This is an optimization exercise on Yosys and OpenROAD, whose aim is small area, a short achievable clock period and few clock cycles, not a production implementation.
The RTL was checked by simulation tests, not by an equivalence proof against the original design.
No activity file was given, so power comes from the tool's default toggle rates.

== lane 1 ==
// vec_accel
module vec_accel (
        input  logic       clk,
        input  logic       rst_l,
        input  logic [7:0] in_data,
        input  logic       in_valid,
        output logic       in_ready,
        output logic [7:0] out_data,
        output logic       out_valid
    );
    localparam int LANES = 4;               
    localparam int K     = 16 / LANES;      
    localparam int KB    = $clog2(K);
    localparam int LB    = $clog2(LANES);
    localparam int CW    = 8 * LANES;       
    localparam int D     = 3;               
    localparam int WS    = K - D;           
    localparam int Q     = 4;               
    localparam int QB    = $clog2(Q);
    localparam int NR    = 16;              
    logic [KB-1:0] phase;
    always_ff @(posedge clk, negedge rst_l)
        if (!rst_l) phase <= '0;
        else        phase <= phase + 1'b1;
    logic [NR-1:0][K-1:0][CW-1:0] ring;
    logic [NR-1:0] wr_en;
    logic [CW-1:0] wr_data;
    genvar gr, gs;
    generate
        for (gr = 0; gr < NR; gr++) begin : g_reg
            for (gs = 0; gs < K; gs++) begin : g_stage
                if (gs == WS) begin : g_w
                    always_ff @(posedge clk)
                        ring[gr][gs] <= wr_en[gr] ? wr_data : ring[gr][(gs + 1) % K];
                end else begin : g_s
                    always_ff @(posedge clk)
                        ring[gr][gs] <= ring[gr][(gs + 1) % K];
                end
            end
        end
    endgenerate
    typedef enum logic [2:0] {S_LO, S_HI, S_LEN, S_SCAL, S_VEC} fstate_t;
    typedef enum logic [3:0] {
        F_NOP, F_LOAD, F_BCAST, F_RET, F_MOV, F_VVI, F_VV, F_VSI, F_VSA, F_RED
    } fkind_t;
    fstate_t    fst;
    fkind_t     fk;
    logic [7:0] inst_lo, inst_hi;
    logic [4:0] len_r;
    logic [7:0] scal_r;
  ...
Size: roughly 2,900 flip-flops, about 21 I/O pins, roughly 97,000 sq um of cells after synthesis.
Settings: LEC_CHECK=0, ABC_CLOCK_PERIOD_IN_PS=3500, CAP_MARGIN=20, CORE_MARGIN=2, CORE_UTILIZATION=40, CTS_CLUSTER_DIAMETER=150, CTS_CLUSTER_SIZE=25, PLACE_DENSITY=0.6, SLEW_MARGIN=20; clock period 10.0 ns.
standard.sh (not shown) runs the stock make flow with config.mk's settings and CLKGATE_MAP_FILE= SYNTH_SCRIPT=/design/flow/synth_recipe.tcl, a recipe that flattens the netlist after the stock synthesis.
==> flow/flow/run.sh <==
#!/bin/bash
set -euo pipefail
MARGIN=6.7
sed "s/CLKGATE_MAP_FILE= /CLKGATE_MAP_FILE= SETUP_SLACK_MARGIN=${MARGIN} /" standard.sh > standard_margin.sh
bash standard_margin.sh > flow.log 2>&1
Lane 1 went all the way through synthesis, placement and routing and the layout is clean on timing, DRC and antenna.
Testbench counts of lane 1, summed over its fixed seeds: cycles 24,302.
Input-level comparison between lane 2 and lane 1:
# lane 1
export LEC_CHECK = 0
export ABC_CLOCK_PERIOD_IN_PS = 3500
export CAP_MARGIN = 20
export CORE_MARGIN = 2
export CORE_UTILIZATION = 40
export CTS_CLUSTER_DIAMETER = 150
export CTS_CLUSTER_SIZE = 25
export PLACE_DENSITY = 0.6
export SLEW_MARGIN = 20
create_clock -name core_clock -period 10.0 [get_ports {clk}]
# lane 2
export LEC_CHECK = 0
export ABC_CLOCK_PERIOD_IN_PS = 3500
export CAP_MARGIN = 20
export CORE_MARGIN = 2
export CORE_UTILIZATION = 40
export CTS_CLUSTER_DIAMETER = 106
export CTS_CLUSTER_SIZE = 25
export PLACE_DENSITY = 0.6
export SLEW_MARGIN = 20
create_clock -name core_clock -period 10.0 [get_ports {clk}]
==> flow/flow/run.sh <==
#!/bin/bash
set -euo pipefail
MARGIN=6.65
sed "s/CLKGATE_MAP_FILE= /CLKGATE_MAP_FILE= SETUP_SLACK_MARGIN=${MARGIN} /" standard.sh > standard_margin.sh
bash standard_margin.sh > flow.log 2>&1
[summary]
Delta (lane 2 minus lane 1): critical path depth went up 10, worst reg2reg path depth went down 6, utilization after layout held, total routed wirelength went down 1.7%. Summary of lane 2 over lane 1: routability congestion estimate from global placement was more or less identical, number of cells in the finished layout apart from fillers held. Lane 2 against lane 1: power did not really move; multi-input logic area did not really move. | signed area change from the synthesized netlist to the final layout | lane 1 vs lane 2 | ≈ equal |. out_data[0] as the end point of the critical path was reported by lane 1, and in_ready by lane 2.
#### Input delta (lane 3 over lane 2)
==> flow/flow/run.sh <==
#!/bin/bash
set -euo pipefail
MARGIN=6.7
sed "s/CLKGATE_MAP_FILE= /CLKGATE_MAP_FILE= SETUP_SLACK_MARGIN=${MARGIN} /" standard.sh > standard_margin.sh
bash standard_margin.sh > flow.log 2>&1
==> notes.md <==
- Changes observed in lane 3 relative to lane 2: total power went up by 0.31%; share of the cycle needed by the critical path after routing went up by 0.15 points.
- Final area across lane 2 and lane 3: no real change.
- Taking lane 2 as the reference, in lane 3 signed area change from the synthesized netlist to the final layout moved up; wire length saw an increase; initial standard-cell utilization of the core ~0 delta.
- The cell at the slowest stage of the critical path comes out sky130_fd_sc_hd__dfrtp_1 in one run and sky130_fd_sc_hd__o311ai_4 in the other, namely in lane 3 and lane 2 respectively.
- In terms of utilization after layout, lane 3 and lane 2 differ only marginally.
- Relative to lane 2, transition at the pin with the smallest max-transition slack increased by 0.024 ns in lane 3.
- From lane 2 to lane 3, number of pins with negative max-slew slack in the final report did not move at all.
- Taking lane 2 as the reference, in lane 3 total of fill cells in the finished design ~0 delta; largest voltage drop on the vdd net -5.8%.

what the ideal ports hide:
The flow's constraints put no driver on any port. The routed layouts listed below were extracted and timed again, unchanged, in two steps.
Step 1, drivers: a clkbuf_16 drives clk and a buf_2 each remaining input, both assumed.
Step 2 times the ports against the registers' clock, not the clock port: input delays grow and output delays shrink by t, the midpoint of the rising clock arrivals with the driver on.
Three values: ideal, step 1, step 2; two values: the first two.
run | shift t [ns] | setup WS [ns] | worst setup path after step 2 | worst register clock-pin slew, ns
lane 1 | 0.905 | 6.611 / 6.524 / 5.832 | input to register | 0.12 / 0.12
lane 2 | 0.889 | 6.608 / 6.541 / 5.781 | input to register | 0.12 / 0.12
lane 3 | 0.919 | 6.592 / 6.507 / 5.859 | input to register | 0.11 / 0.11
After both steps every run listed still meets setup and hold. For lane 2, which loses most, drivers alone change the setup slack by -0.067 ns; drivers and shift together by -0.827 ns.
